From an optimization exercise on the open Yosys and OpenROAD flow, aimed at small area; shortcuts taken in it are not production practice. The RTL was checked by simulation tests, not by an equivalence proof against the original design. Power is estimated from default activity; no workload was simulated.

File: run.sh
#!/bin/bash
# synth_recipe.tcl (not shown) runs the flow's synth.tcl, then flattens the netlist and writes it again
# the make line also repeats each setting of config.mk as NAME=value (left out here)
make -C /OpenROAD-flow-scripts/flow DESIGN_CONFIG=/design/flow/config.mk WORK_HOME=/design/flow/orfs CLKGATE_MAP_FILE= SYNTH_SCRIPT=/design/flow/synth_recipe.tcl finish
File: config.mk
export PLATFORM = sky130hd
export DESIGN_NAME = cnn_top
export DESIGN_NICKNAME = cnn_top
export VERILOG_FILES = /design/flow/design.v
export SDC_FILE = /design/flow/constraint.sdc
export NUM_CORES = 4
export LEC_CHECK = 0
export CAP_MARGIN = 20
export CORE_MARGIN = 2
export CORE_UTILIZATION = 45
export SLEW_MARGIN = 20
File: constraint.sdc
create_clock -name core_clock -period 6.0 [get_ports {clk}]
set_input_delay 1.2000 -clock core_clock [delete_from_list [all_inputs] [get_ports {clk}]]
set_output_delay 1.2000 -clock core_clock [all_outputs]
set_load 0.01 [all_outputs]
File: design.v
`timescale 1ns / 1ps
module line_buffers #(
    parameter W = 5
)(
    input  wire clk,
    input  wire rst,
    input  wire [7:0] pixel_in,
    input  wire pixel_valid,
    output reg [7:0] row0,
    output reg [7:0] row1,
    output reg [7:0] row2
);
    reg [7:0] line1 [0:W-1];
    reg [7:0] line2 [0:W-1];
    integer i;
    always @(posedge clk) begin
        if (rst) begin
            for(i=0;i<W;i=i+1) begin
                line1[i] <= 0;
                line2[i] <= 0;
            end
            row0 <= 0;
            row1 <= 0;
            row2 <= 0;
        end 
        else if (pixel_valid) begin
            for(i=W-1;i>0;i=i-1)
                line2[i] <= line2[i-1];
            line2[0] <= line1[W-1];
            for(i=W-1;i>0;i=i-1)
                line1[i] <= line1[i-1];
            line1[0] <= pixel_in;
            row0 <= pixel_in;
            row1 <= line1[W-1];
            row2 <= line2[W-1];
        end
    end
endmodule
`timescale 1ns / 1ps
module window_3x3 (
    input wire clk,
    input wire rst,
    input wire pixel_valid,
    input wire [7:0] row0,
    input wire [7:0] row1,
    input wire [7:0] row2,
    output reg [7:0] w00, w01, w02,
    output reg [7:0] w10, w11, w12,
    output reg [7:0] w20, w21, w22
);
    reg [7:0] row0_s1, row0_s2;
    reg [7:0] row1_s1, row1_s2;
    reg [7:0] row2_s1, row2_s2;
    always @(posedge clk) begin
        if (rst) begin
            row0_s1 <= 0; row0_s2 <= 0;
            row1_s1 <= 0; row1_s2 <= 0;
            row2_s1 <= 0; row2_s2 <= 0;
            w00 <= 0; w01 <= 0; w02 <= 0;
            w10 <= 0; w11 <= 0; w12 <= 0;
            w20 <= 0; w21 <= 0; w22 <= 0;
        end
        else if (pixel_valid) begin
            row0_s2 <= row0_s1;
            row0_s1 <= row0;
            row1_s2 <= row1_s1;
            row1_s1 <= row1;
            row2_s2 <= row2_s1;
            row2_s1 <= row2;
            w22 <= row0;
            w21 <= row0_s1;
            w20 <= row0_s2;
            w12 <= row1;
            w11 <= row1_s1;
            w10 <= row1_s2;
            w02 <= row2;
            w01 <= row2_s1;
            w00 <= row2_s2;
        end
    end
endmodule
`timescale 1ns / 1ps
module conv_mac_3x3 (
    input wire clk,
    input wire rst,
    input wire pixel_valid,
    input wire [7:0] w00, w01, w02,
    input wire [7:0] w10, w11, w12,
    input wire [7:0] w20, w21, w22,
    input wire signed [7:0] k00, k01, k02,
    input wire signed [7:0] k10, k11, k12,
    input wire signed [7:0] k20, k21, k22,
    output reg signed [19:0] conv_out,
    output reg conv_valid
);
    reg signed [15:0] p00,p01,p02,p10,p11,p12,p20,p21,p22;
    reg signed [19:0] sum;
    always @(posedge clk) begin
        if (rst) begin
            conv_out <= 0;
            conv_valid <= 0;
        end
        else if (pixel_valid) begin
            p00 <= $signed({1'b0,w00}) * k00;
            p01 <= $signed({1'b0,w01}) * k01;
            p02 <= $signed({1'b0,w02}) * k02;
            p10 <= $signed({1'b0,w10}) * k10;
            p11 <= $signed({1'b0,w11}) * k11;
            p12 <= $signed({1'b0,w12}) * k12;
            p20 <= $signed({1'b0,w20}) * k20;
            p21 <= $signed({1'b0,w21}) * k21;
            p22 <= $signed({1'b0,w22}) * k22;
            sum <= p00 + p01 + p02 + p10 + p11 + p12 + p20 + p21 + p22;
            conv_out <= sum;
            conv_valid <= 1'b1;
        end
        else begin
            conv_valid <= 1'b0;
        end
    end
endmodule
`timescale 1ns / 1ps
module cnn_top #(
    parameter W = 128
)(
    input wire clk,
    input wire rst,
    input wire [7:0] pixel_in,
    input wire pixel_valid,
    output reg [7:0] pixel_out,
    output reg pixel_out_valid
);
    wire [7:0] row0,row1,row2;
    wire [7:0] w00,w01,w02,w10,w11,w12,w20,w21,w22;
    wire signed [19:0] conv_out;
    wire conv_valid;
    wire signed [7:0] k00 = 0, k01 = -1, k02 = 0;
    wire signed [7:0] k10 = -1,k11 = 4, k12 = -1;
    wire signed [7:0] k20 = 0, k21 = -1, k22 = 0;
    reg [15:0] col_cnt;
    reg [1:0]  row_cnt;    
    reg [4:0] win_ok;
    line_buffers #(.W(W)) LB (
        .clk(clk), .rst(rst),
        .pixel_in(pixel_in),
        .pixel_valid(pixel_valid),
        .row0(row0), .row1(row1), .row2(row2)
    );
    window_3x3 WG (
        .clk(clk), .rst(rst),
        .pixel_valid(pixel_valid),
        .row0(row0), .row1(row1), .row2(row2),
        .w00(w00), .w01(w01), .w02(w02),
        .w10(w10), .w11(w11), .w12(w12),
        .w20(w20), .w21(w21), .w22(w22)
    );
    conv_mac_3x3 MAC (
        .clk(clk), .rst(rst),
        .pixel_valid(pixel_valid),
        .w00(w00), .w01(w01), .w02(w02),
        .w10(w10), .w11(w11), .w12(w12),
        .w20(w20), .w21(w21), .w22(w22),
        .k00(k00), .k01(k01), .k02(k02),
        .k10(k10), .k11(k11), .k12(k12),
        .k20(k20), .k21(k21), .k22(k22),
        .conv_out(conv_out),
        .conv_valid(conv_valid)
    );
    always @(posedge clk) begin
        if (rst) begin
            col_cnt <= 0;
            row_cnt <= 0;
            win_ok  <= 0;
        end
        else if (pixel_valid) begin
            if (col_cnt == W-1) begin
                col_cnt <= 0;
                if (row_cnt != 2'd2)
                    row_cnt <= row_cnt + 1;
            end
            else
                col_cnt <= col_cnt + 1;
            win_ok <= {win_ok[3:0], (row_cnt == 2'd2 && col_cnt >= 2)};
        end
    end
    always @(posedge clk) begin
        if (rst) begin
            pixel_out <= 0;
            pixel_out_valid <= 0;
        end
        else if (conv_valid) begin
            if (win_ok[4]) begin
                if (conv_out < 0)
                    pixel_out <= 0;
                else if (conv_out > 255)
                    pixel_out <= 8'hFF;
                else
                    pixel_out <= conv_out[7:0];
                pixel_out_valid <= 1'b1;
            end
            else begin
                pixel_out_valid <= 1'b0;
            end
        end
        else begin
            pixel_out_valid <= 1'b0;
        end
    end
endmodule
==> impl_metrics.ini, run 1 <==
[drt]
route.met2.wl_um = 51300
routed_wl_um = 116000
maxUsedRoutingLayer = met4
wl_met3_um = 3920
vias = 46433
drcViolationCount = 0
met1_length_um = 57500
ant_nets = 0
viasPerCell = 4.78
routedWlPerCell_um = 11.9
first_pass_iters = 5
drt-initial-drc-count = 2519

[worst_setup_path]
reg2reg_slack_ns = 1.22
worstRegToRegCells = 18
crit-reg2reg-capture = MAC.sum[18]
path_buf_inv = 3
cp_data_required_time_ns = 6.56
r2r-start = MAC.p01[0]
arrival_ns = 5.33
crit_type = register to register
path_cells = ha_1 > inv_1 > fa_1 > nand2b_1 > a21oi_1 > o21ai_1 > nand2b_1 > xor2_1 > fa_1 > inv_1 > fa_1 > inv_1 > ha_1 > nand4_1 > nand3_1 > a31oi_1 > o211ai_1 > xnor2_1
cp-start-kind = register
cp_max_fo = 7
path_delay_family = adder cells
cp_slowest_stage_delay_ns = 0.56
endpoint_kind = register
cpMaxStageDelayCell = a31oi_1

[synth]
synth_top_cell_by_area = dfxtp_1
synth.area.top_cells = dfxtp_1, mux2i_1, nor2_1
syn-num-nets = 7476
postSynthAreaPerCell_um2 = 10.8
yosysWarnings = 6
synth_edf_count = 88
yosys.area.top_type_share_pct = 53.4
syn-cell-area_um2 = 79700
ys_types = 55
yosysSeqAreaShare_pct = 56.7
ys_async_sr_fraction_pct = 0
postSynthCellCount = 7387
synthFlopType = dfxtp_1
synth_seq_cells = 2213

[sta]
setup_viol = 0
fin_ws_ns = 1.22
relSlewSlack_pct = 26.7
min_period_ns = 4.78
fin_crit_sh_pct = 79.6
rsz0062_at_grt = no
tightest_slew_ns = 1.10
hold_viol_final = 0
slew_viol_final = 0
fin_tns_setup_ns = 0
finalClockSkew_ns = 0.0277
fmax_mhz = 209

[floorplanning]
io_pins = 20
initial_core_util_pct = 45.2
core-area_um2 = 176000
std_cell_rows = 154
fp.dieArea_um2 = 180000
chipWidth_um = 425
die_h_um = 425

[finish]
area_delta_synth_final_pct = 11.4
fill_cells = 15866
fin_area_um2 = 88700
drive_gt1_share_pct = 5.46
fin_nets = 7291
utilization_pct = 50.4

[placed_design]
dp_hpwl_um = 64400
gp_congestion = 0.729
place_area_um2 = 81400
io_buffer_count = 19
post-place-ws_ns = 1.19

[clock_network]
cts_tree = built
postCtsSetupRepairBufs = 0
htree_levels = 4
cts_made_buffers = 221
clock_latency_ns = 0.83
clkTransAtPathRegs_ns = 0.06
clock-sinks = 2213
cts_root_buf = clkbuf_16
cts_resized = 0
clk_path_buf_depth = 3
hold_buffers = 0

[global_route]
grt_max_degree = 248
grt_pass1_wl_um = 204000
grt_remaining_overflow = 0
grt_util_all_layers_pct = 12.8
grt_pass1_vias = 44600
antenna_found_initial = 0

[min_path]
hp-start = LB.line2[2][6]
whs_path_depth = 0
min_to = MAC.p11[8]
hold_path_class = register to register

[power]
power.density_nw_per_um2 = 333
ir_worst_vdd_v = 0.000260
p_leak_nw = 39.1

[outcome]
status = timing/DRC/antenna clean

[job]
max-cap-violations = 0
-- worst max path at each step --
stage | start | to | slack, ns | depth (start not counted)
2_1_floorplan | pixel_valid | MAC.p01[0] | 1.28 | 4
3_3_place_gp | MAC.p10[1] | MAC.sum[18] | 1.21 | 17
3_5_place_dp | MAC.p10[0] | MAC.sum[18] | 1.19 | 18
4_1_cts | MAC.p01[0] | MAC.sum[18] | 1.14 | 18
5_1_grt | MAC.p01[0] | MAC.sum[14] | 0.83 | 18
6_report | MAC.p01[0] | MAC.sum[18] | 1.22 | 18
-- synth_stat cells, types with 24 or more instances --
| cell type | instances |
|---|---|
| a21oi_1 | 34 |
| buf_2 | 212 |
| clkbuf_1 | 259 |
| dfxtp_1 | 2125 |
| edfxtp_1 | 88 |
| fa_1 | 27 |
| ha_1 | 51 |
| inv_1 | 65 |
| mux2i_1 | 2099 |
| nand2_1 | 47 |
| nor2_1 | 2157 |
| xnor2_1 | 34 |
| xor2_1 | 24 |
-- registers in the layout (all words and copies together) (netlist names), 15 cells and up --
register	cells
LB.line2	1000
col_cnt	16
MAC.p21	15
MAC.p10	15
LB.line1	1016
MAC.sum	20
MAC.conv_out	20
MAC.p12	15
MAC.p01	15
-- metrics by stage --
step	cells	total power [mW]	hold WS, ns
3_3_place_gp	9319	16.3	0.443
2_1_floorplan	7387	16.2	0.429
5_1_grt	9718	30.8	0.475
4_1_cts	9718	30.1	0.462
3_5_place_dp	9319	16.4	0.443
6_report	9719	29.6	0.461
-- worst reg2reg max path: cells and delay by family (launching register included) --
family,cells,cell delay [ns]
buffers and inverters,3,0.17
and+or+nand+nor,4,0.64
AOI/OAI and AO/OA,4,1.03
DFF,1,0.33
xor gates and xnor gates,2,0.29
adders and majority gates,5,2.06
-- power breakdown --
group / internal, mW / switching [mW] / total [mW]
Sequential: 14.8 / 0.0238 / 14.9
Clock: 8.05 / 5.50 / 13.5
Combinational: 0.437 / 0.706 / 1.14
-- routing by layer --
layer	GRT usage [%]	vias to the layer above
li1	-	24293
met1	16.4	21561
met2	21.3	356
met3	2.70	223
met4	4.31	0
met5	0	-
-- layout by cell type, fill, tap and decap left out, types with 9 or more instances in the layout --
| cell type | synthesis | layout |
|---|---|---|
| nor2_1 | 2157 | 2157 |
| dfxtp_1 | 2125 | 2125 |
| mux2i_1 | 2099 | 2099 |
| clkbuf_16 | 0 | 227 |
| edfxtp_1 | 88 | 88 |
| inv_1 | 65 | 65 |
| clkbuf_8 | 0 | 57 |
| clkbuf_1 | 259 | 54 |
| ha_1 | 51 | 51 |
| nand2_1 | 47 | 47 |
| clkinv_2 | 0 | 35 |
| a21oi_1 | 34 | 34 |
| xnor2_1 | 34 | 34 |
| buf_4 | 0 | 29 |
| fa_1 | 27 | 27 |
| xor2_1 | 24 | 24 |
| nor3_1 | 23 | 23 |
| buf_12 | 0 | 20 |
| nand3_1 | 17 | 17 |
| clkdlybuf4s50_1 | 0 | 17 |
| o21ai_0 | 10 | 10 |
| bufinv_16 | 0 | 10 |
| a21o_1 | 9 | 9 |
| a211oi_1 | 9 | 9 |
-- cells by family (layout without fill, tap and decap cells) --
group                    after synthesis  after routing  share of synthesized area (%)
adder cells (fa/ha/maj)               78             78                           1.48
buffers and inverters                542            533                           2.89
AND/OR/NAND/NOR                     2302           2302                           11.1
other                                  0              1                              0
XOR/XNOR                              58             58                          0.638
multiplexers                        2099           2099                           26.4
AO/OA/AOI/OAI                         95             95                          0.776
flip-flops                          2213           2213                           56.7
-- final cells by class --
class	instances	area (µm²)	area share, %
sequential	2213	45200	50.9
antenna	1	2.50	0.00282
clock buffer	339	6680	7.52
clock inverter	60	663	0.747
tap	2340	2930	3.30
multi-input combinational	4632	32200	36.3
inverter	65	244	0.275
timing repair buffer	69	855	0.963
==> inputs of run 2 (changes only) <==
==> design.v (replaced) <==
`timescale 1ns / 1ps
module line_buffers #(
    parameter W = 128
)(
    input  wire clk,
    input  wire [7:0] pixel_in,
    input  wire pixel_valid,
    output wire [7:0] top,      
    output wire [7:0] left,     
    output wire [7:0] center,   
    output wire [7:0] right,    
    output wire [7:0] bottom    
);
    localparam N = 2*W + 1;
    reg [8*N-1:0] taps;
    always @(posedge clk) begin
        if (pixel_valid)
            taps <= {taps[8*(N-1)-1:0], pixel_in};
    end
    assign bottom = taps[7:0];
    assign right  = taps[8*(W-1) +: 8];
    assign center = taps[8*W +: 8];
    assign left   = taps[8*(W+1) +: 8];
    assign top    = taps[8*(2*W) +: 8];
endmodule
`timescale 1ns / 1ps
module window_3x3 #(
    parameter W = 128
)(
    input  wire clk,
    input  wire rst,
    input  wire pixel_valid,
    output wire win_ok
);
    reg [6:0] col_cnt;      
    reg [1:0] row_cnt;    
    always @(posedge clk) begin
        if (rst) begin
            col_cnt <= 0;
            row_cnt <= 0;
        end
        else if (pixel_valid) begin
            if (col_cnt == W-1) begin
                col_cnt <= 0;
                if (row_cnt != 2'd2)
                    row_cnt <= row_cnt + 1'b1;
            end
            else
                col_cnt <= col_cnt + 1'b1;
        end
    end
    assign win_ok = (row_cnt == 2'd2) && (col_cnt >= 2);
endmodule
`timescale 1ns / 1ps
module conv_mac_3x3 (
    input  wire [7:0] top,
    input  wire [7:0] left,
    input  wire [7:0] center,
    input  wire [7:0] right,
    input  wire [7:0] bottom,
    output wire [7:0] result
);
    wire [9:0]  ring = top + left + right + bottom;
    wire [10:0] diff = {1'b0, center, 2'b00} - {1'b0, ring};
    assign result = diff[10] ? 8'd0 : (|diff[9:8]) ? 8'hFF : diff[7:0];
endmodule
`timescale 1ns / 1ps
module cnn_top #(
    parameter W = 128
)(
    input wire clk,
    input wire rst,
    input wire [7:0] pixel_in,
    input wire pixel_valid,
    output reg [7:0] pixel_out,
    output reg pixel_out_valid
);
    wire [7:0] top, left, center, right, bottom;
    wire [7:0] result;
    wire win_ok;
    line_buffers #(.W(W)) LB (
        .clk(clk),
        .pixel_in(pixel_in),
        .pixel_valid(pixel_valid),
        .top(top), .left(left), .center(center), .right(right), .bottom(bottom)
    );
    window_3x3 #(.W(W)) WG (
        .clk(clk), .rst(rst),
        .pixel_valid(pixel_valid),
        .win_ok(win_ok)
    );
    conv_mac_3x3 MAC (
        .top(top), .left(left), .center(center), .right(right), .bottom(bottom),
        .result(result)
    );
    always @(posedge clk) begin
        pixel_out <= result;
        pixel_out_valid <= !rst && pixel_valid && win_ok;
    end
endmodule
--- a/config.mk
+++ b/config.mk
@@ -10,2 +10,5 @@
 export CORE_UTILIZATION = 45
+export CTS_BUF_LIST = sky130_fd_sc_hd__clkbuf_16
+export CTS_CLUSTER_DIAMETER = 100
+export CTS_CLUSTER_SIZE = 30
 export SLEW_MARGIN = 20
==> run 2 against run 1 <==
Against the previous run:
- largest cell class unchanged
- via count fell by 57%
- area after synthesis fell by 20%
- critical endpoint is now pixel_out[6]
- clock power fell by 52%
- count of clock-buffer cells in the layout fell by 256
- sequential share of layout area rose by 39 points
- fmax fell by 9.6%
==> impl_metrics.ini, run 2 <==
[outcome]
status = timing/DRC/antenna clean

[power]
ir_worst_vdd_v = 0.000213
power.density_nw_per_um2 = 359
p_leak_nw = 22.4

[min_path]
hp-start = LB.taps[912]
min_to = LB.taps[920]
hold_path_class = register to register
whs_path_depth = 0

[synth]
synthFlopType = edfxtp_1
postSynthAreaPerCell_um2 = 27.9
synth_seq_cells = 2074
synth_commonest_cells = edfxtp_1, inv_1, ha_1, nor2_1, dfxtp_1
syn-cell-area_um2 = 63600
yosysWarnings = 3
yosysSeqAreaShare_pct = 97.6
yosys-mux-area-fraction_pct = 0.0236
syn-num-nets = 2328
yosysMostFrequentCell = edfxtp_1
synth_xor_area_share_pct = 0.344
ys_types = 37
postSynthCellCount = 2279
synth_edf_count = 2056
synth.area.top_cells = edfxtp_1, dfxtp_1, ha_1
ys_async_sr_fraction_pct = 0
synth_compound_area_share_pct = 0.537
synth_top_family_by_area = adder cells
yosys.area.top_type_share_pct = 97.0
synth_top_cell_by_area = edfxtp_1
synthAdderAreaFrac_pct = 0.865
synth-simple-area-share_pct = 0.350

[sta]
fmax_mhz = 189
tightest_slew_ns = 1.03
hold_viol_final = 0
fin_crit_sh_pct = 88.1
rsz0062_at_grt = no
fin_tns_setup_ns = 0
relSlewSlack_pct = 31.3
slew_viol_final = 0
finalClockSkew_ns = 0.0199
min_period_ns = 5.29
setup_viol = 0

[floorplanning]
chipWidth_um = 380
initial_core_util_pct = 45.5
die_h_um = 380
core-area_um2 = 140000
std_cell_rows = 137
io_pins = 20
fp.dieArea_um2 = 144000

[worst_setup_path]
cp_max_fo = 8
cpMaxStageDelayCell = fa_1
reg2reg_slack_ns = 0.71
cp-start-kind = register
cp_data_required_time_ns = 6.56
r2r-start = LB.taps[1032]
arrival_ns = 5.84
crit-reg2reg-capture = pixel_out[6]
endpoint_kind = register
cp_slowest_stage_delay_ns = 0.50
worstRegToRegCells = 19
crit_type = register to register
path_cells = ha_1 > inv_1 > fa_1 > fa_1 > inv_1 > ha_1 > fa_1 > a21o_1 > a21oi_1 > o21bai_1 > a21oi_1 > xor2_1 > ha_1 > o21ai_0 > nor2_1 > a2bb2oi_1 > mux2_4 > o311ai_4 > a21oi_1

[drt]
routed_wl_um = 72000
drcViolationCount = 0
vias = 20099
ant_nets = 0
viasPerCell = 4.67
routedWlPerCell_um = 16.7
drt-initial-drc-count = 1820
first_pass_iters = 4

[global_route]
antenna_found_initial = 3
grt_util_all_layers_pct = 9.87
grt_max_degree = 198
grt_remaining_overflow = 0
grt_pass1_wl_um = 115000
grt_pass1_vias = 19791

[finish]
mostFrequentLayoutCells = edfxtp_1, clkbuf_16, inv_1, ha_1, nor2_1
area_delta_synth_final_pct = 7.98
multi_input_area_um2 = 1350
final_common_cell = edfxtp_1
top_regs = LB.taps (2056), pixel_out (8), WG.col_cnt (7)
drive_gt1_share_pct = 4.95
fill_cells = 10903
largest_reg_flops = 2056
largest-register = LB.taps
fin_nets = 2449
finalNonFillerCells = 4300
register_area_um2 = 62100

[clock_network]
clk_path_buf_depth = 3
cts_made_buffers = 80
clock_latency_ns = 0.70
hold_buffers = 0
clkTransAtPathRegs_ns = 0.11
clock-sinks = 2074
htree_levels = 3
postCtsSetupRepairBufs = 0
cts_tree = built
cts_resized = 0
cts_root_buf = clkbuf_16

[placed_design]
dp_hpwl_um = 32100
gp_congestion = 0.759
placed_cells = 4194
io_buffer_count = 19

[job]
max-cap-violations = 0
-- run 2: changes by cell type after synthesis, moves of 22 or more --
| cell | delta |
|---|---|
| nor2_1 | -2135 |
| dfxtp_1 | -2107 |
| mux2i_1 | -2099 |
| edfxtp_1 | +1968 |
| clkbuf_1 | -257 |
| buf_2 | -212 |
| nand2_1 | -39 |
| ha_1 | -23 |
| inv_1 | -22 |
| xnor2_1 | -22 |
-- run 2: cells by family after synthesis --
logic type | Yosys count
multiplexers | 1
AO/OA/AOI/OAI | 48
AND/OR/NAND/NOR | 48
adder cells (fa/ha/maj) | 38
buffers and inverters | 45
flip-flops | 2074
XOR/XNOR | 25
-- run 2: report_power, final --
group | switching (mW) | internal [mW] | total, mW
Clock | 3.91 | 2.55 | 6.46
Combinational | 0.701 | 0.374 | 1.08
Sequential | 0.259 | 16.8 | 17.1
Total | 4.87 | 19.8 | 24.6
-- run 2: final cells by class --
| class | instances | area share, % |
|---|---|---|
| sequential | 2074 | 90.4 |
| clock buffer | 83 | 3.02 |
| inverter | 43 | 0.235 |
| multi-input combinational | 160 | 1.96 |
| timing repair buffer | 41 | 0.743 |
| clock inverter | 21 | 0.206 |
| tap | 1876 | 3.42 |
| antenna | 2 | 0.00729 |
-- run 2: worst max-delay path: cells and delay by family, from the launching register on --
| kind | cells | cell delay [ns] |
|---|---|---|
| fa+ha+maj | 6 | 2.19 |
| compound gates | 8 | 1.78 |
| flops | 1 | 0.42 |
| mux | 1 | 0.36 |
| simple gates | 1 | 0.15 |
| buf+inv | 2 | 0.13 |
| xor+xnor | 1 | 0.11 |
-- run 2: stage by stage --
step | instance area [µm²] | total power, mW | hold WS [ns] | utilization [%] | setup WS (ns)
6_report | 68700 | 24.6 | 0.413 | 49.1 | 0.715
3_5_place_dp | 66500 | 18.5 | 0.405 | 47.5 | 0.820
2_1_floorplan | 63600 | 17.9 | 0.400 | - | 1.36
5_1_grt | 68700 | 25.6 | 0.418 | 49.1 | 0.442
3_3_place_gp | 66500 | 18.4 | 0.402 | 47.5 | 1.04
4_1_cts | 68700 | 25.0 | 0.414 | 49.1 | 0.790
-- run 2: per-layer routing --
layer	global-route usage [%]	wire [µm]
met5	0	0
met4	2.85	1790
met3	2.14	2480
met2	13.1	29700
met1	16.3	38000
-- run 2: worst max-delay path by stage --
stage                  start      endpoint  slack [ns]
4_1_cts        LB.taps[1032]  pixel_out[6]        0.79
3_3_place_gp   LB.taps[1032]  pixel_out[0]        1.04
5_1_grt        LB.taps[1032]  pixel_out[0]        0.44
3_5_place_dp   LB.taps[1032]  pixel_out[5]        0.82
6_report       LB.taps[1032]  pixel_out[6]        0.71
2_1_floorplan  LB.taps[1032]  pixel_out[0]        1.36
==> inputs of run 3 (changes only) <==
--- a/config.mk
+++ b/config.mk
@@ -11,4 +11,4 @@
 export CTS_BUF_LIST = sky130_fd_sc_hd__clkbuf_16
-export CTS_CLUSTER_DIAMETER = 100
-export CTS_CLUSTER_SIZE = 30
+export CTS_CLUSTER_DIAMETER = 60
+export CTS_CLUSTER_SIZE = 40
 export SLEW_MARGIN = 20
==> run 3 against run 2 <==
Against the previous run:
- first-iteration DRC count up 2.9%
- wire length up 1.3%
- area after synthesis unchanged
- combinational power about the same
- still clean on timing, DRC and antenna
- largest cell class unchanged
- global-route usage up 0.18 points
- power up 11%
- die area unchanged
- clock power up 43%
==> impl_metrics.ini, run 3 <==
[sta]
rsz0062_at_grt = no
tightest_slew_ns = 1.04
setup_viol = 0
fin_tns_setup_ns = 0
fin_ws_ns = 0.744
finalClockSkew_ns = 0.0247
relSlewSlack_pct = 30.5
hold_viol_final = 0
fin_hold_ws_ns = 0.407
fin_crit_sh_pct = 87.6
min_period_ns = 5.26
fmax_mhz = 190
slew_viol_final = 0

[synth]
synthFlopType = edfxtp_1
synth_commonest_cells = edfxtp_1, inv_1, ha_1, nor2_1, dfxtp_1
postSynthAreaPerCell_um2 = 27.9
ys_types = 37
syn-cell-area_um2 = 63600
synth_top_cell_by_area = edfxtp_1
postSynthCellCount = 2279
syn-num-nets = 2328
yosysSeqAreaShare_pct = 97.6
synth.area.top_cells = edfxtp_1, dfxtp_1, ha_1
yosysWarnings = 3
yosysMostFrequentCell = edfxtp_1
ys_async_sr_fraction_pct = 0
yosys.area.top_type_share_pct = 97.0
synth_seq_cells = 2074
synth_edf_count = 2056

[worst_setup_path]
endpoint_kind = register
crit_type = register to register
path_buf_inv = 2
path_delay_family = adder cells
arrival_ns = 5.84
path_cells = ha_1 > inv_1 > fa_1 > fa_1 > inv_1 > ha_1 > fa_1 > a21o_1 > a21oi_1 > o21bai_1 > a21oi_1 > xor2_1 > ha_1 > o21ai_0 > nor2_1 > a2bb2oi_1 > mux2_4 > o311ai_4 > a21oi_1
cp_max_fo = 8
cp-start-kind = register
worstRegToRegCells = 19
crit_cells = 19
cp_slowest_stage_delay_ns = 0.50
cpMaxStageDelayCell = fa_1
cp_data_required_time_ns = 6.58

[drt]
vias = 20537
drcViolationCount = 0
ant_nets = 0
viasPerCell = 4.65
routed_wl_um = 72900
first_pass_iters = 5
drt-initial-drc-count = 1873
routedWlPerCell_um = 16.5

[placed_design]
place_area_um2 = 66500
gp_congestion = 0.759
dp_hpwl_um = 32100
post-place-ws_ns = 0.820
io_buffer_count = 19

[floorplanning]
fp.dieArea_um2 = 144000
std_cell_rows = 137
initial_core_util_pct = 45.5
die_h_um = 380
io_pins = 20
chipWidth_um = 380
core-area_um2 = 140000

[power]
p_int_mw = 21.5
p_leak_nw = 23.4
power.density_nw_per_um2 = 388
p_sw_mw = 5.96
switching_share_pct = 21.7
combPwrFrac_pct = 3.9
seqPwrFrac_pct = 62.3
ir_worst_vdd_v = 0.000258
p_clk_share_pct = 33.8

[clock_network]
cts_made_buffers = 119
cts_tree = built
cts_root_buf = clkbuf_16
htree_levels = 3
clock_latency_ns = 0.74
clk_path_buf_depth = 3
clkTransAtPathRegs_ns = 0.09
clock-sinks = 2074
hold_buffers = 0
postCtsSetupRepairBufs = 0
cts_resized = 0

[global_route]
grt_util_all_layers_pct = 10.0
grt_pass1_vias = 20245
grt_remaining_overflow = 0
gr-usage-met3_pct = 2.30
grt_util_met1_pct = 16.6
antenna_found_initial = 2
busiest_layer = met1
grt_max_degree = 198
grt_pass1_wl_um = 117000
grt_util_met2_pct = 13.2

[finish]
drive_gt1_share_pct = 9.98
top_regs = LB.taps (2056), pixel_out (8), WG.col_cnt (7)
fin_area_um2 = 70800
fin_nets = 2488
largest_reg_flops = 2056
final_common_cell = edfxtp_1
mostFrequentLayoutCells = edfxtp_1, clkbuf_16, inv_1, ha_1, nor2_1
fill_cells = 10756
antenna_cells = 0
area_delta_synth_final_pct = 11.3
largest-register = LB.taps

[outcome]
status = timing/DRC/antenna clean

[job]
max-cap-violations = 0

[min_path]
hold_path_class = register to register
whs_path_depth = 0
[run 3: cell counts after synthesis]
No cell type changed its count.
[run 3: power by group through the flow]
stage	combinational (mW)	clock [mW]	sequential, mW
4_1_cts	1.07	9.61	17.1
5_1_grt	1.17	10.1	17.2
3_3_place_gp	0.990	0	17.4
6_report	1.07	9.27	17.1
2_1_floorplan	0.565	0	17.3
3_5_place_dp	1.07	0	17.4
[run 3: layer usage]
metal | share of wire (%) | routed length (µm)
met1 | 53 | 38500
met2 | 41 | 30200
met3 | 3.3 | 2440
met4 | 2.5 | 1800
met5 | 0.018 | 13
[run 3: area by class of cell]
cell class	instances	area (µm²)	share of cell area [%]
sequential	2074	62100	87.7
clock buffer	122	3050	4.31
tap	1876	2350	3.32
multi-input combinational	160	1350	1.91
clock inverter	105	1280	1.80
timing repair buffer	41	510	0.721
inverter	43	161	0.228
[run 3: worst paths after layout]
kind | slack, ns | to | startpoint
setup reg to reg | 0.74 | pixel_out[6] | LB.taps[1032]
setup / recovery | 0.74 | pixel_out[6] | LB.taps[1032]
hold / removal | 0.41 | LB.taps[1624] | LB.taps[1616]
hold reg to reg | 0.41 | LB.taps[1624] | LB.taps[1616]
[run 3: cells by family (layout without fill, tap and decap cells)]
group	after synthesis	in the layout	share of synthesized area [%]
buffers and inverters	45	311	0.266
AND/OR/NAND/NOR	48	48	0.350
adder cells (fa/ha/maj)	38	38	0.865
flip-flops	2074	2074	97.6
AO/OA/AOI/OAI	48	48	0.537
XOR/XNOR	25	25	0.344
multiplexers	1	1	0.0236
[run 3: metrics by stage]
step	utilization (%)	total power, mW	std cells
CTS	50.6	27.8	4421
global route	50.6	28.5	4421
finish	50.6	27.5	4421
floorplan	-	17.9	2279
global placement	47.5	18.4	4194
detailed placement	47.5	18.5	4194
[run 3: worst reg2reg max path, delay by kind of cell (launching register included)]
| kind | cells | cell delay, ns |
|---|---|---|
| adders and majority gates | 6 | 2.18 |
| AOI/OAI and AO/OA | 8 | 1.74 |
| DFF | 1 | 0.42 |
| muxes | 1 | 0.36 |
| and+or+nand+nor | 1 | 0.14 |
| buffers and inverters | 2 | 0.13 |
| xor gates and xnor gates | 1 | 0.12 |
==> inputs of run 4 (changes only) <==
--- a/config.mk
+++ b/config.mk
@@ -10,5 +10,5 @@
 export CORE_UTILIZATION = 45
-export CTS_BUF_LIST = sky130_fd_sc_hd__clkbuf_16
+export CTS_BUF_LIST = sky130_fd_sc_hd__clkbuf_8
 export CTS_CLUSTER_DIAMETER = 60
-export CTS_CLUSTER_SIZE = 40
+export CTS_CLUSTER_SIZE = 20
 export SLEW_MARGIN = 20
==> run 4 against run 3 <==
Against the previous run:
- area after synthesis unchanged
- wire length is 0.30% higher
- sequential share of layout area grew 2.6 points
- setup slack worse by 0.032 ns
- count of clock-buffer cells in the layout up 11
- critical path depth unchanged
- combinational power is essentially flat
- die area is the same
- register-to-register slack worse by 0.03 ns
- highest routed layer unchanged
- flip-flop and latch count is the same
- clock power decreased by 31%
==> impl_metrics.ini, run 4 <==
[sta]
fmax_mhz = 189
finalClockSkew_ns = 0.0285
fin_crit_sh_pct = 88.1
fin_ws_ns = 0.712
rsz0062_at_grt = no
fin_tns_setup_ns = 0
slew_viol_final = 0
min_period_ns = 5.29
hold_viol_final = 0
setup_viol = 0
tightest_slew_ns = 1.03
relSlewSlack_pct = 31.2

[finish]
largest-register = LB.taps
area_delta_synth_final_pct = 8.12
drive_gt1_share_pct = 7.84
fin_nets = 2499
utilization_pct = 49.2
top_regs = LB.taps (2056), pixel_out (8), WG.col_cnt (7)
final_common_cell = edfxtp_1
largest_reg_flops = 2056
mostFrequentLayoutCells = edfxtp_1, clkbuf_8, inv_1, ha_1, nor2_1

[clock_network]
cts_tree = built
postCtsSetupRepairBufs = 0
clock_latency_ns = 0.87
hold_buffers = 0
cts_resized = 0
clkTransAtPathRegs_ns = 0.11
clock-sinks = 2074
cts_made_buffers = 130
cts_root_buf = clkbuf_8
htree_levels = 4
clk_path_buf_depth = 3

[worst_setup_path]
crit_type = register to register
cp-start-kind = register
worstRegToRegCells = 19
cp_data_required_time_ns = 6.72
cp_max_fo = 8
endpoint_kind = register
arrival_ns = 6.01

[synth]
synth_edf_count = 2056
synth_top_cell_by_area = edfxtp_1
synth_seq_cells = 2074
postSynthCellCount = 2279
ys_async_sr_fraction_pct = 0
syn-cell-area_um2 = 63600
synthFlopType = edfxtp_1
ys_types = 37
synth_commonest_cells = edfxtp_1, inv_1, ha_1, nor2_1, dfxtp_1
yosysSeqAreaShare_pct = 97.6
postSynthAreaPerCell_um2 = 27.9
yosysWarnings = 3
synth.area.top_cells = edfxtp_1, dfxtp_1, ha_1
syn-num-nets = 2328
yosys.area.top_type_share_pct = 97.0
yosysMostFrequentCell = edfxtp_1

[drt]
viasPerCell = 4.67
ant_nets = 0
drcViolationCount = 0
first_pass_iters = 5
vias = 20458
routedWlPerCell_um = 16.7
drt-initial-drc-count = 1847
routed_wl_um = 73100

[global_route]
antenna_found_initial = 5
grt_remaining_overflow = 0
grt_max_degree = 198
grt_pass1_wl_um = 117000
grt_util_all_layers_pct = 10.2
grt_pass1_vias = 20426

[placed_design]
post-place-ws_ns = 0.820
io_buffer_count = 19
gp_congestion = 0.759
dp_hpwl_um = 32100

[floorplanning]
initial_core_util_pct = 45.5
die_h_um = 380
chipWidth_um = 380
core-area_um2 = 140000
io_pins = 20
std_cell_rows = 137
fp.dieArea_um2 = 144000

[min_path]
hold_path_class = register to register
whs_path_depth = 0

[power]
power.density_nw_per_um2 = 358
p_total_mw = 24.6
ir_worst_vdd_v = 0.000198
p_leak_nw = 22.5

[outcome]
status = timing/DRC/antenna clean

[job]
max-cap-violations = 0
-- run 4: path summary, 6_finish.rpt --
kind	startpoint	endpoint	slack, ns
max	LB.taps[1032]	pixel_out[5]	0.71
min	LB.taps[1453]	LB.taps[1461]	0.41
max reg2reg	LB.taps[1032]	pixel_out[5]	0.71
min reg2reg	LB.taps[1453]	LB.taps[1461]	0.41
-- run 4: layer usage --
metal  global-route usage, %  part of all wire, %  vias up
met2                    13.2                   42      251
met1                    16.4                   52    10671
met4                    3.73                  2.4        2
met5                       0                0.014        -
met3                    2.61                  3.9      148
li1                        -                    -     9386
-- run 4: where the power goes --
part	internal (mW)	switching (mW)
logic	0.375	0.700
clock network	2.34	4.10
registers	16.8	0.260
-- run 4: cells by family after synthesis --
kind of cell    Yosys count  synth area share [%]
mux                       1                0.0236
xor+xnor                 25                 0.344
fa+ha+maj                38                 0.865
simple gates             48                 0.350
buf+inv                  45                 0.266
flops                  2074                  97.6
compound gates           48                 0.537
-- run 4: worst max-delay path, cell delays in order (launching register included) --
cell and delay (ns):
edfxtp_1 0.42, ha_1 0.22, inv_1 0.08, fa_1 0.44
fa_1 0.50, inv_1 0.05, ha_1 0.24, fa_1 0.41
a21o_1 0.19, a21oi_1 0.22, o21bai_1 0.09, a21oi_1 0.23
xor2_1 0.12, ha_1 0.39, o21ai_0 0.11, nor2_1 0.14
a2bb2oi_1 0.38, mux2_4 0.36, o311ai_4 0.40, a21oi_1 0.14
-- run 4: area by class of cell --
cell class / instances / area, µm²
fill: 10893 / 71100
timing repair buffer: 41 / 510
clock buffer: 133 / 1830
antenna: 3 / 7.51
clock inverter: 48 / 477
multi-input combinational: 160 / 1350
sequential: 2074 / 62100
tap: 1876 / 2350
inverter: 43 / 161
-- run 4: metrics by stage --
| step | cell area (µm²) | std cells | hold slack [ns] |
|---|---|---|---|
| finish | 68800 | 4378 | 0.411 |
| global route | 68800 | 4378 | 0.415 |
| CTS | 68800 | 4375 | 0.406 |
| detailed placement | 66500 | 4194 | 0.405 |
| global placement | 66500 | 4194 | 0.402 |
| floorplan | 63600 | 2279 | 0.400 |
==> inputs of run 5 (changes only) <==
--- a/config.mk
+++ b/config.mk
@@ -11,4 +11,4 @@
 export CTS_BUF_LIST = sky130_fd_sc_hd__clkbuf_8
-export CTS_CLUSTER_DIAMETER = 60
-export CTS_CLUSTER_SIZE = 20
+export CTS_CLUSTER_DIAMETER = 40
+export CTS_CLUSTER_SIZE = 24
 export SLEW_MARGIN = 20
==> run 5 against run 4 <==
Against the previous run:
- cell count increased by 3.8%
- combinational power barely moved
- critical endpoint is now pixel_out[6]
- largest power group unchanged
- register-to-register slack about the same
- non-clock buffer count stayed put
==> impl_metrics.ini, run 5 <==
[outcome]
status = timing/DRC/antenna clean

[synth]
synth.area.top_cells = edfxtp_1, dfxtp_1, ha_1
postSynthCellCount = 2279
ys_async_sr_fraction_pct = 0
syn-num-nets = 2328
yosysMostFrequentCell = edfxtp_1
yosys-mux-area-fraction_pct = 0.0236
yosysSeqAreaShare_pct = 97.6
synth_xor_area_share_pct = 0.344
synth-simple-area-share_pct = 0.350
postSynthAreaPerCell_um2 = 27.9
synth_edf_count = 2056
synth_top_cell_by_area = edfxtp_1
synthFlopType = edfxtp_1
synthAdderAreaFrac_pct = 0.865
synth_top_family_by_area = adder cells
synth_compound_area_share_pct = 0.537
yosysWarnings = 3
yosys.area.top_type_share_pct = 97.0
syn-cell-area_um2 = 63600
synth_commonest_cells = edfxtp_1, inv_1, ha_1, nor2_1, dfxtp_1
ys_types = 37
synth_seq_cells = 2074

[clock_network]
clock_latency_ns = 0.88
postCtsSetupRepairBufs = 0
clk_path_buf_depth = 3
cts_root_buf = clkbuf_8
htree_levels = 4
clock-sinks = 2074
cts_resized = 0
hold_buffers = 0
cts_tree = built
clkTransAtPathRegs_ns = 0.11
cts_made_buffers = 183

[drt]
viasPerCell = 4.61
routed_wl_um = 74500
routedWlPerCell_um = 16.4
drcViolationCount = 0
vias = 20951
drt-initial-drc-count = 1760
ant_nets = 0
first_pass_iters = 4

[worst_setup_path]
cpMaxStageDelayCell = fa_1
cp_slowest_stage_delay_ns = 0.50
cp-start-kind = register
cp_data_required_time_ns = 6.72
r2r-start = LB.taps[1032]
path_delay_family = adder cells
worstRegToRegCells = 19
path_buf_inv = 2
crit_type = register to register
cp_max_fo = 8
path_cells = ha_1 > inv_1 > fa_1 > fa_1 > inv_1 > ha_1 > fa_1 > a21o_1 > a21oi_1 > o21bai_1 > a21oi_1 > xor2_1 > ha_1 > o21ai_0 > nor2_1 > a2bb2oi_1 > mux2_4 > o311ai_4 > a21oi_1
reg2reg_slack_ns = 0.72
endpoint_kind = register
cp-startpoint = LB.taps[1032]
arrival_ns = 6.01
crit-reg2reg-capture = pixel_out[6]

[sta]
min_period_ns = 5.28
tightest_slew_ns = 1.04
setup_viol = 0
fin_ws_ns = 0.716
hold_viol_final = 0
fin_crit_sh_pct = 88.1
fin_tns_setup_ns = 0
slew_viol_final = 0
rsz0062_at_grt = no
fmax_mhz = 189
relSlewSlack_pct = 30.4
finalClockSkew_ns = 0.0324

[power]
p_leak_nw = 23.5
ir_worst_vdd_v = 0.000214
power.density_nw_per_um2 = 384

[floorplanning]
initial_core_util_pct = 45.5
core-area_um2 = 140000
io_pins = 20
fp.dieArea_um2 = 144000
die_h_um = 380
chipWidth_um = 380
std_cell_rows = 137

[finish]
fill_cells = 10752
mostFrequentLayoutCells = edfxtp_1, clkbuf_8, inv_1, inv_6, ha_1
largest_reg_flops = 2056
area_delta_synth_final_pct = 11.4
register_area_um2 = 62100
final_common_cell = edfxtp_1
multi_input_area_um2 = 1350
largest-register = LB.taps
top_regs = LB.taps (2056), pixel_out (8), WG.col_cnt (7)
drive_gt1_share_pct = 13.5
fin_nets = 2552

[placed_design]
post-place-ws_ns = 0.820
io_buffer_count = 19
gp_congestion = 0.759
dp_hpwl_um = 32100

[global_route]
antenna_found_initial = 3
grt_remaining_overflow = 0
grt_pass1_vias = 21014
grt_pass1_wl_um = 120000
grt_max_degree = 198
grt_util_all_layers_pct = 10.4

[min_path]
hp-start = LB.taps[667]
whs_path_depth = 0
min_to = LB.taps[675]
hold_path_class = register to register

[job]
max-cap-violations = 0
[run 5: worst max path at each step]
stage	endpoint	slack, ns	cells after the start
6_report	pixel_out[6]	0.72	19
5_1_grt	pixel_out[0]	0.40	19
3_3_place_gp	pixel_out[0]	1.04	19
2_1_floorplan	pixel_out[0]	1.36	19
3_5_place_dp	pixel_out[5]	0.82	19
4_1_cts	pixel_out[6]	0.76	19
[run 5: worst register-to-register path, cell delays in order (launching register included)]
cell,delay (ns)
edfxtp_1,0.42
ha_1,0.22
inv_1,0.08
fa_1,0.44
fa_1,0.50
inv_1,0.05
ha_1,0.23
fa_1,0.41
a21o_1,0.19
a21oi_1,0.22
o21bai_1,0.09
a21oi_1,0.22
xor2_1,0.12
ha_1,0.40
o21ai_0,0.12
nor2_1,0.14
a2bb2oi_1,0.38
mux2_4,0.36
o311ai_4,0.41
a21oi_1,0.13
[run 5: logic make-up after synthesis]
group | after synthesis
AOI/OAI and AO/OA | 48
xor gates and xnor gates | 25
adders and majority gates | 38
buffers and inverters | 45
DFF | 2074
muxes | 1
and+or+nand+nor | 48
[run 5: routing by layer]
metal | GRT usage (%) | vias to the layer above | share of wire, % | wire (µm)
li1 | - | 9645 | - | -
met1 | 16.4 | 10835 | 51 | 38300
met2 | 13.4 | 287 | 41 | 30900
met3 | 3.05 | 180 | 4.6 | 3440
met4 | 3.92 | 4 | 2.5 | 1870
met5 | 0 | - | 0.036 | 27
[run 5: metrics by stage]
stage / power [mW] / hold WS (ns) / cell area (µm²) / util [%] / cells
finish: 27.2 / 0.393 / 70800 / 50.6 / 4543
global route: 28.3 / 0.396 / 70800 / 50.6 / 4543
CTS: 27.6 / 0.387 / 70800 / 50.6 / 4542
detailed placement: 18.5 / 0.405 / 66500 / 47.5 / 4194
global placement: 18.4 / 0.402 / 66500 / 47.5 / 4194
floorplan: 17.9 / 0.400 / 63600 / - / 2279
[run 5: cell type report]
type                    instances  area share [%]
clock buffers                 188            3.65
well taps                    1876            3.31
repair buffers                 41           0.721
diodes                          1         0.00353
multi-input cells             160            1.90
clock inverters               160            2.52
flip-flops and latches       2074            87.7
inverters                      43           0.228
[run 5: power by group]
group          leakage, nW  switching, mW  internal (mW)
logic                 1.04          0.696          0.374
registers             20.3          0.261           16.8
clock network         2.17           5.20           3.82
total                 23.5           6.16           21.0
==> inputs of run 6 (changes only) <==
--- a/config.mk
+++ b/config.mk
@@ -10,5 +10,2 @@
 export CORE_UTILIZATION = 45
-export CTS_BUF_LIST = sky130_fd_sc_hd__clkbuf_8
-export CTS_CLUSTER_DIAMETER = 40
-export CTS_CLUSTER_SIZE = 24
 export SLEW_MARGIN = 20
==> run 6 against run 5 <==
Against the previous run:
- still clean
- hold slack improved by 0.014 ns
- sequential share of layout area shrank 1.9 points
- non-clock buffer count is the same
- register-to-register slack barely moved
- sequential power is essentially flat
- wire length grew 1.1%
- cell count is 0.11% higher
- count of clock-buffer cells in the layout is 59 higher
- core utilization rose by 1.1 points
- flip-flop and latch count unchanged
- largest cell class unchanged
==> impl_metrics.ini, run 6 <==
[outcome]
status = timing/DRC/antenna clean

[placed_design]
io_buffer_count = 19
dp_hpwl_um = 32100
gp_congestion = 0.759
post-place-ws_ns = 0.820
place_area_um2 = 66500
placed_cells = 4194

[drt]
first_pass_iters = 4
drt-initial-drc-count = 1852
drcViolationCount = 0
routedWlPerCell_um = 16.6
routed_wl_um = 75300
vias = 21054
ant_nets = 0
viasPerCell = 4.63

[worst_setup_path]
reg2reg_slack_ns = 0.72
crit_type = register to register
cp_data_required_time_ns = 6.63
arrival_ns = 5.91
cp-start-kind = register
endpoint_kind = register
cp_max_fo = 8

[global_route]
antenna_found_initial = 2
grt_remaining_overflow = 0
grt_max_degree = 198
grt_pass1_wl_um = 121000
grt_pass1_vias = 21170
grt_util_all_layers_pct = 10.5

[synth]
synth.area.top_cells = edfxtp_1, dfxtp_1, ha_1
yosys.area.top_type_share_pct = 97.0
yosysWarnings = 3
ys_types = 37
postSynthAreaPerCell_um2 = 27.9
synth_commonest_cells = edfxtp_1, inv_1, ha_1, nor2_1, dfxtp_1
syn-num-nets = 2328
synth_seq_cells = 2074
syn-cell-area_um2 = 63600
ys_async_sr_fraction_pct = 0
synth_edf_count = 2056
yosysMostFrequentCell = edfxtp_1
synth_top_cell_by_area = edfxtp_1
synthFlopType = edfxtp_1
yosysSeqAreaShare_pct = 97.6
postSynthCellCount = 2279

[sta]
relSlewSlack_pct = 30.3
fmax_mhz = 189
tightest_slew_ns = 1.05
fin_crit_sh_pct = 88.0
setup_viol = 0
rsz0062_at_grt = no
hold_viol_final = 0
slew_viol_final = 0
fin_tns_setup_ns = 0
fin_ws_ns = 0.722
fin_hold_ws_ns = 0.407
min_period_ns = 5.28
finalClockSkew_ns = 0.0193

[power]
ir_worst_vdd_v = 0.000287
switching_share_pct = 20.0
seqPwrFrac_pct = 57.7
p_leak_nw = 24.2
p_total_mw = 29.7
p_int_mw = 23.8
p_sw_mw = 5.94
combPwrFrac_pct = 3.6
p_clk_share_pct = 38.7
power.density_nw_per_um2 = 410

[finish]
fin_area_um2 = 72400
drive_gt1_share_pct = 10.9
largest-register = LB.taps
area_delta_synth_final_pct = 13.9
fill_cells = 10636
top_regs = LB.taps (2056), pixel_out (8), WG.col_cnt (7)
utilization_pct = 51.8
largest_reg_flops = 2056
fin_nets = 2560
final_common_cell = edfxtp_1
finalNonFillerCells = 4548
mostFrequentLayoutCells = edfxtp_1, clkbuf_16, clkbuf_1, inv_1, clkinv_1
antenna_cells = 0

[job]
max-cap-violations = 0

[clock_network]
cts_root_buf = clkbuf_16
clock_latency_ns = 0.79
htree_levels = 4
postCtsSetupRepairBufs = 0
cts_resized = 0
cts_tree = built
clock-sinks = 2074
clkTransAtPathRegs_ns = 0.07
hold_buffers = 0
cts_made_buffers = 191
clk_path_buf_depth = 3

[floorplanning]
die_h_um = 380
fp.dieArea_um2 = 144000
core-area_um2 = 140000
io_pins = 20
chipWidth_um = 380
std_cell_rows = 137
initial_core_util_pct = 45.5

[min_path]
hold_path_class = register to register
-- run 6: cell counts after synthesis --
Identical to the previous run, type by type.
-- run 6: cell families (layout without fill, tap and decap cells) --
group           after synthesis  after routing  share of synthesized area (%)
xor+xnor                     25             25                          0.344
buf+inv                      45            438                          0.266
flops                      2074           2074                           97.6
simple gates                 48             48                          0.350
mux                           1              1                         0.0236
fa+ha+maj                    38             38                          0.865
compound gates               48             48                          0.537
-- run 6: critical path: stages (launching register included) --
cell and delay, ns:
edfxtp_1 0.41, ha_1 0.22, inv_1 0.08, fa_1 0.44, fa_1 0.50, inv_1 0.05, ha_1 0.23, fa_1 0.41
a21o_1 0.19, a21oi_1 0.22, o21bai_1 0.09, a21oi_1 0.22, xor2_1 0.11, ha_1 0.40, o21ai_0 0.13, nor2_1 0.15
a2bb2oi_1 0.38, mux2_4 0.36, o311ai_4 0.40, a21oi_1 0.13
-- run 6: layer usage --
| metal | up-vias | part of all wire [%] | global-route usage (%) |
|---|---|---|---|
| li1 | 9668 | - | - |
| met1 | 10908 | 52 | 16.8 |
| met2 | 302 | 41 | 13.5 |
| met3 | 174 | 3.9 | 2.55 |
| met4 | 2 | 2.8 | 4.75 |
| met5 | - | 0.017 | 0 |
-- run 6: layout make-up --
type,count,area (µm²),area share (%)
clock buffers,247,5050,6.98
clock inverters,107,916,1.26
inverters,43,161,0.223
multi-input cells,160,1350,1.86
flip-flops and latches,2074,62100,85.7
well taps,1876,2350,3.24
repair buffers,41,510,0.705
-- run 6: path summary, 6_finish.rpt --
path / from / end / depth (start not counted)
max: LB.taps[1032] / pixel_out[6] / 19
min: LB.taps[22] / LB.taps[30] / 0
max reg2reg: LB.taps[1032] / pixel_out[6] / 19
min reg2reg: LB.taps[22] / LB.taps[30] / 0
-- run 6: power groups by stage --
stage	Sequential (mW)	Combinational, mW	Clock [mW]
2_1_floorplan	17.3	0.565	0
3_3_place_gp	17.4	0.990	0
3_5_place_dp	17.4	1.07	0
4_1_cts	17.2	1.06	11.9
5_1_grt	17.2	1.17	12.4
6_report	17.1	1.07	11.5
==> inputs of run 7 (changes only) <==
==> flow/run.sh (new file) <==
#!/bin/bash
# Standard ORFS layout with a leaner clock tree: no dummy loads for balancing, and
# larger sink clusters driven by clkbuf_8.
set -euo pipefail
export CTS_ARGS="-sink_clustering_enable -repair_clock_nets -dont_use_dummy_load -buf_list sky130_fd_sc_hd__clkbuf_8 -sink_clustering_size 20 -sink_clustering_max_diameter 100"
bash standard.sh > standard.log 2>&1
==> standard.sh (new file) <==
#!/bin/bash
# synth_recipe.tcl (not shown) runs the flow's synth.tcl, then flattens the netlist and writes it again
# the make line also repeats each setting of config.mk as NAME=value (left out here)
make -C /OpenROAD-flow-scripts/flow DESIGN_CONFIG=/design/flow/config.mk WORK_HOME=/design/flow/orfs CLKGATE_MAP_FILE= SYNTH_SCRIPT=/design/flow/synth_recipe.tcl "${@:-finish}"
removed: run.sh
==> run 7 against run 6 <==
Against the previous run:
- via count decreased by 3.7%
- area after synthesis unchanged
- power down 20%
- highest routed layer unchanged
==> impl_metrics.ini, run 7 <==
[floorplanning]
die_h_um = 380
io_pins = 20
core-area_um2 = 140000
std_cell_rows = 137
initial_core_util_pct = 45.5
fp.dieArea_um2 = 144000
chipWidth_um = 380

[clock_network]
cts_resized = 0
postCtsSetupRepairBufs = 0
clkTransAtPathRegs_ns = 0.11
cts_root_buf = clkbuf_8
htree_levels = 3
clock-sinks = 2074
clk_path_buf_depth = 3
hold_buffers = 0
clock_latency_ns = 0.84
cts_made_buffers = 114
cts_tree = built

[synth]
yosys.area.top_type_share_pct = 97.0
ys_async_sr_fraction_pct = 0
synth.area.top_cells = edfxtp_1, dfxtp_1, ha_1
ys_types = 37
syn-cell-area_um2 = 63600
postSynthAreaPerCell_um2 = 27.9
synth_edf_count = 2056
synth_top_cell_by_area = edfxtp_1
yosysWarnings = 3
postSynthCellCount = 2279
synth_commonest_cells = edfxtp_1, inv_1, ha_1, nor2_1, dfxtp_1
synth_seq_cells = 2074
syn-num-nets = 2328
yosysMostFrequentCell = edfxtp_1
yosysSeqAreaShare_pct = 97.6
synthFlopType = edfxtp_1

[finish]
largest_reg_flops = 2056
utilization_pct = 48.7
fill_cells = 10940
largest-register = LB.taps
mostFrequentLayoutCells = edfxtp_1, clkbuf_8, inv_1, ha_1, nor2_1
area_delta_synth_final_pct = 6.97
multi_input_area_um2 = 1350
top_regs = LB.taps (2056), pixel_out (8), WG.col_cnt (7)
drive_gt1_share_pct = 5.88
final_common_cell = edfxtp_1
fin_nets = 2483
register_area_um2 = 62100

[global_route]
grt_max_degree = 198
antenna_found_initial = 6
grt_remaining_overflow = 0
grt_util_met1_pct = 16.2
gr-usage-met3_pct = 2.52
busiest_layer = met1
grt_pass1_wl_um = 117000
grt_util_met2_pct = 13.2
grt_pass1_vias = 20139
grt_util_all_layers_pct = 10.0

[sta]
fin_ws_ns = 0.668
fin_tns_setup_ns = 0
fmax_mhz = 188
tightest_slew_ns = 1.02
min_period_ns = 5.33
relSlewSlack_pct = 32.2
hold_viol_final = 0
fin_hold_ws_ns = 0.364
fin_crit_sh_pct = 88.9
rsz0062_at_grt = no
finalClockSkew_ns = 0.0639
slew_viol_final = 0
setup_viol = 0

[worst_setup_path]
worstRegToRegCells = 19
cp-start-kind = register
endpoint_kind = register
arrival_ns = 5.98
crit_type = register to register
cp_max_fo = 8
cp_data_required_time_ns = 6.65

[drt]
routedWlPerCell_um = 16.9
viasPerCell = 4.70
first_pass_iters = 4
drt-initial-drc-count = 1930
vias = 20269
routed_wl_um = 72700
ant_nets = 0
drcViolationCount = 0

[placed_design]
post-place-ws_ns = 0.820
io_buffer_count = 19
dp_hpwl_um = 32100
gp_congestion = 0.759

[outcome]
status = timing/DRC/antenna clean

[power]
p_leak_nw = 22.1
p_total_mw = 23.7
power.density_nw_per_um2 = 348
ir_worst_vdd_v = 0.000210

[min_path]
whs_path_depth = 0
hold_path_class = register to register

[job]
max-cap-violations = 0
==> run 7: cell counts after synthesis <==
Identical to the previous run, type by type.
==> run 7: power breakdown <==
part	leakage, nW	switching, mW	internal, mW
logic	1.04	0.698	0.374
registers	20.3	0.259	16.8
clock network	0.820	3.78	1.71
==> run 7: final cells by class <==
cell class                 instances  share of cell area [%]
clock buffer                     114                    2.31
inverter                          43                   0.237
tap                             1876                    3.45
antenna                            5                  0.0184
sequential                      2074                    91.3
timing repair buffer              41                   0.750
multi-input combinational        160                    1.98
==> run 7: per-layer routing <==
layer / vias to the layer above / part of all wire (%)
li1: 9292 / -
met1: 10607 / 53
met2: 202 / 41
met3: 164 / 3.7
met4: 4 / 2.7
met5: - / 0.032
==> run 7: stage by stage <==
stage,area (µm²),cells
after CTS,68000,4308
after global placement,66500,4194
after floorplan,63600,2279
after detailed placement,66500,4194
final,68000,4313
after global routing,68000,4313
==> run 7: critical path, cell delays in order, from the launching register on <==
cell	delay, ns
edfxtp_1	0.43
ha_1	0.22
inv_1	0.08
fa_1	0.44
fa_1	0.50
inv_1	0.05
ha_1	0.22
fa_1	0.41
a21o_1	0.19
a21oi_1	0.22
o21bai_1	0.09
a21oi_1	0.22
xor2_1	0.11
ha_1	0.40
o21ai_0	0.13
nor2_1	0.15
a2bb2oi_1	0.41
mux2_4	0.36
o311ai_4	0.40
a21oi_1	0.12
==> run 7: worst paths after layout <==
check / from / to / slack [ns]
min: LB.taps[320] / LB.taps[328] / 0.36
max: LB.taps[1032] / pixel_out[2] / 0.67
max reg2reg: LB.taps[1032] / pixel_out[2] / 0.67
min reg2reg: LB.taps[320] / LB.taps[328] / 0.36
==> run 7: cells by family (layout without fill, tap and decap cells) <==
kind of cell	after synthesis	count (layout)	synth area share (%)
and+or+nand+nor	48	48	0.350
muxes	1	1	0.0236
AOI/OAI and AO/OA	48	48	0.537
DFF	2074	2074	97.6
other	0	5	0
adders and majority gates	38	38	0.865
xor gates and xnor gates	25	25	0.344
buffers and inverters	45	198	0.266
==> inputs of run 8 (changes only) <==
--- a/design.v
+++ b/design.v
@@ -62,4 +62,3 @@
 );
-    wire [9:0]  ring = top + left + right + bottom;
-    wire [10:0] diff = {1'b0, center, 2'b00} - {1'b0, ring};
+    wire [10:0] diff = {1'b0, center, 2'b00} + {3'b111, ~top} + {3'b111, ~left} + {3'b111, ~right} + {3'b111, ~bottom} + 11'd4;
     assign result = diff[10] ? 8'd0 : (|diff[9:8]) ? 8'hFF : diff[7:0];
==> flow/run.sh (replaced) <==
#!/bin/bash
# Standard ORFS layout with a leaner clock tree (no dummy loads for balancing, sink
# clusters of up to 20 flip-flops driven by clkbuf_8) and plain buf_1 cells as port buffers.
set -euo pipefail
export CTS_ARGS="-sink_clustering_enable -repair_clock_nets -dont_use_dummy_load -buf_list sky130_fd_sc_hd__clkbuf_8 -sink_clustering_size 20 -sink_clustering_max_diameter 100"
export BUFFER_PORTS_ARGS="-buffer_cell sky130_fd_sc_hd__buf_1"
bash standard.sh > standard.log 2>&1
--- a/config.mk
+++ b/config.mk
@@ -9,3 +9,3 @@
 export CORE_MARGIN = 2
-export CORE_UTILIZATION = 45
+export CORE_UTILIZATION = 70
 export SLEW_MARGIN = 20
==> run 8 against run 7 <==
Against the previous run:
- still clean
- sequential power is essentially flat
- flip-flop and latch count unchanged
- wire length shrank 4.5%
- setup slack better by 1.4 ns
- area after synthesis down 0.22%
- die area decreased by 36%
- combinational power shrank 26%
- clock power fell by 2%
- first-iteration DRC count fell by 2.0%
- non-clock buffer count is 9 higher
- hold slack better by 0.029 ns
- cell count down 17%
- critical path type unchanged
- critical endpoint is now pixel_out[6]
==> impl_metrics.ini, run 8 <==
[worst_setup_path]
arrival_ns = 4.61
cp_slowest_stage_delay_ns = 0.58
cp_max_fo = 8
crit_type = register to register
r2r-start = LB.taps[6]
cpMaxStageDelayCell = fa_1
path_buf_inv = 1
cp_data_required_time_ns = 6.69
crit-reg2reg-capture = pixel_out[6]
worstRegToRegCells = 12
path_delay_family = adder cells
endpoint_kind = register
cp_common_cell = fa_1
cp-start-kind = register
reg2reg_slack_ns = 2.08
path_cells = fa_1 > fa_1 > fa_1 > inv_1 > ha_1 > a21o_1 > a21oi_2 > a21boi_0 > a22oi_1 > a32oi_1 > nand3_2 > a21oi_1

[clock_network]
htree_levels = 3
clk_path_buf_depth = 3
clock_latency_ns = 0.77
cts_made_buffers = 113
hold_buffers = 0
cts_resized = 0
postCtsSetupRepairBufs = 0
clkTransAtPathRegs_ns = 0.11
clock-sinks = 2074
cts_root_buf = clkbuf_8
cts_tree = built

[global_route]
grt_remaining_overflow = 0
grt_util_all_layers_pct = 15.3
gr-usage-met3_pct = 3.00
grt_pass1_wl_um = 110000
antenna_found_initial = 5
grt_pass1_vias = 19351
grt_util_met1_pct = 27.3
grt_util_met2_pct = 19.7
busiest_layer = met1
grt_max_degree = 168

[power]
p_total_mw = 23.2
power.density_nw_per_um2 = 347
p_leak_nw = 22.0
ir_worst_vdd_v = 0.000223

[synth]
postSynthAreaPerCell_um2 = 28.3
synth_seq_cells = 2074
ys_types = 37
syn-num-nets = 2294
yosys.area.top_type_share_pct = 97.3
synthFlopType = edfxtp_1
synth_top_cell_by_area = edfxtp_1
yosysSeqAreaShare_pct = 97.8
synth.area.top_cells = edfxtp_1, fa_1, dfxtp_1
synth_edf_count = 2056
yosysWarnings = 3
yosysMostFrequentCell = edfxtp_1
synth_commonest_cells = edfxtp_1, inv_1, fa_1, ha_1, dfxtp_1
postSynthCellCount = 2242
ys_async_sr_fraction_pct = 0
syn-cell-area_um2 = 63500

[drt]
routedWlPerCell_um = 19.4
ant_nets = 0
routed_wl_um = 69500
vias = 19841
drt-initial-drc-count = 1891
viasPerCell = 5.53
drcViolationCount = 0
first_pass_iters = 6

[finish]
fin_area_um2 = 67000
mostFrequentLayoutCells = edfxtp_1, clkbuf_8, inv_1, fa_1, ha_1
fin_nets = 2457
top_regs = LB.taps (2056), pixel_out (8), WG.col_cnt (7)
final_common_cell = edfxtp_1
drive_gt1_share_pct = 6.41
largest_reg_flops = 2056
area_delta_synth_final_pct = 5.54
largest-register = LB.taps

[sta]
setup_viol = 0
fin_hold_ws_ns = 0.393
hold_viol_final = 0
fmax_mhz = 255
fin_crit_sh_pct = 65.3
tightest_slew_ns = 0.865
rsz0062_at_grt = no
slew_viol_final = 0
min_period_ns = 3.92
finalClockSkew_ns = 0.0272
fin_tns_setup_ns = 0
relSlewSlack_pct = 42.3

[min_path]
min_to = LB.taps[687]
whs_path_depth = 0
hp-start = LB.taps[679]
hold_path_class = register to register

[job]
max-cap-violations = 0

[placed_design]
gp_congestion = 0.718
io_buffer_count = 19
place_area_um2 = 65400
dp_hpwl_um = 32900

[floorplanning]
chipWidth_um = 305
initial_core_util_pct = 70.6
io_pins = 20
die_h_um = 305
fp.dieArea_um2 = 93100
core-area_um2 = 89900
std_cell_rows = 110

[outcome]
status = timing/DRC/antenna clean
## run 8: cell count changes in the layout (fill, tap and decap cells not counted), moves of 9 or more
cell,previous run,this run
fa_1,10,22
xnor2_1,12,3
buf_1,0,18
nor2_1,22,13
ha_1,28,19
clkdlybuf4s50_1,18,0
## run 8: area by class of cell
type	count	area, µm²
Sequential cell	2074	62100
Fill cell	4628	22900
Clock buffer	113	1560
Tap cell	1176	1470
Multi-Input combinational cell	127	1220
Timing Repair Buffer	50	483
Inverter	39	146
Antenna cell	6	15.0
## run 8: logic make-up after synthesis
group,after synthesis,share of synthesized area [%]
flip-flops,2074,97.8
buffers and inverters,41,0.242
adder cells (fa/ha/maj),41,1.07
AND/OR/NAND/NOR,37,0.290
AO/OA/AOI/OAI,36,0.374
XOR/XNOR,11,0.164
multiplexers,2,0.0315
## run 8: through the flow
stage                     utilization, %  setup slack, ns  instances
final                               74.5             2.08       3585
after global routing                74.5             1.91       3584
after CTS                           74.5             2.06       3579
after detailed placement            72.8             2.09       3466
after global placement              72.8             2.32       3466
after floorplan                        -             2.45       2242
## run 8: worst reg2reg max path: stages, from the launching register on
cell,delay (ns)
edfxtp_1,0.45
fa_1,0.58
fa_1,0.44
fa_1,0.51
inv_1,0.04
ha_1,0.37
a21o_1,0.22
a21oi_2,0.21
a21boi_0,0.28
a22oi_1,0.13
a32oi_1,0.26
nand3_2,0.18
a21oi_1,0.19
## run 8: worst max path at each step
stage	end	from	slack, ns	depth (start not counted)
2_1_floorplan	pixel_out[0]	LB.taps[5]	2.45	12
3_3_place_gp	pixel_out[3]	LB.taps[5]	2.32	12
3_5_place_dp	pixel_out[6]	LB.taps[6]	2.09	12
4_1_cts	pixel_out[6]	LB.taps[6]	2.06	12
5_1_grt	pixel_out[6]	LB.taps[6]	1.91	12
6_report	pixel_out[6]	LB.taps[6]	2.08	12
## run 8: where the power goes
| group | internal [mW] | switching, mW | total [mW] |
|---|---|---|---|
| combinational | 0.233 | 0.555 | 0.788 |
| clock | 1.70 | 3.66 | 5.36 |
| sequential | 16.8 | 0.266 | 17.1 |
| total | 18.8 | 4.48 | 23.2 |
## run 8: layer usage
metal  up-vias  wire (µm)
met1     10291      36400
met5         -         13
met3       124       2510
met2       243      28900
li1       9181          -
met4         2       1610

## static timing again, ports no longer ideal
No port has a modelled driver above. Below, the same layouts with a new extraction and two added sets of constraints.
Step 1, drivers: a clkbuf_16 drives clk and a buf_2 each remaining input, both assumed.
Step 2 adds t to the input delays and takes it off the output delays; t is the mean of the earliest and latest rising clock arrival at the registers after step 1. Input paths then give back, and output paths get back, about the clock's delay inside the block.
Three values: no drivers, after step 1, after step 2; two values: the first two.
run | shift t [ns] | slack for setup (ns) | worst setup path after step 2 | cell pins on the clock port's net
run 1 | 0.884 | 1.221 / 1.221 / 1.221 | register to register | 1
run 2 | 0.753 | 0.715 / 0.715 / 0.715 | register to register | 1
run 3 | 0.788 | 0.744 / 0.744 / 0.744 | register to register | 1
run 4 | 0.915 | 0.712 / 0.712 / 0.712 | register to register | 1
run 5 | 0.931 | 0.716 / 0.716 / 0.716 | register to register | 1
run 6 | 0.841 | 0.722 / 0.722 / 0.722 | register to register | 1
run 7 | 0.856 | 0.668 / 0.668 / 0.668 | register to register | 1
run 8 | 0.822 | 2.083 / 2.083 / 2.083 | register to register | 1
After both steps every run listed still meets setup and hold.
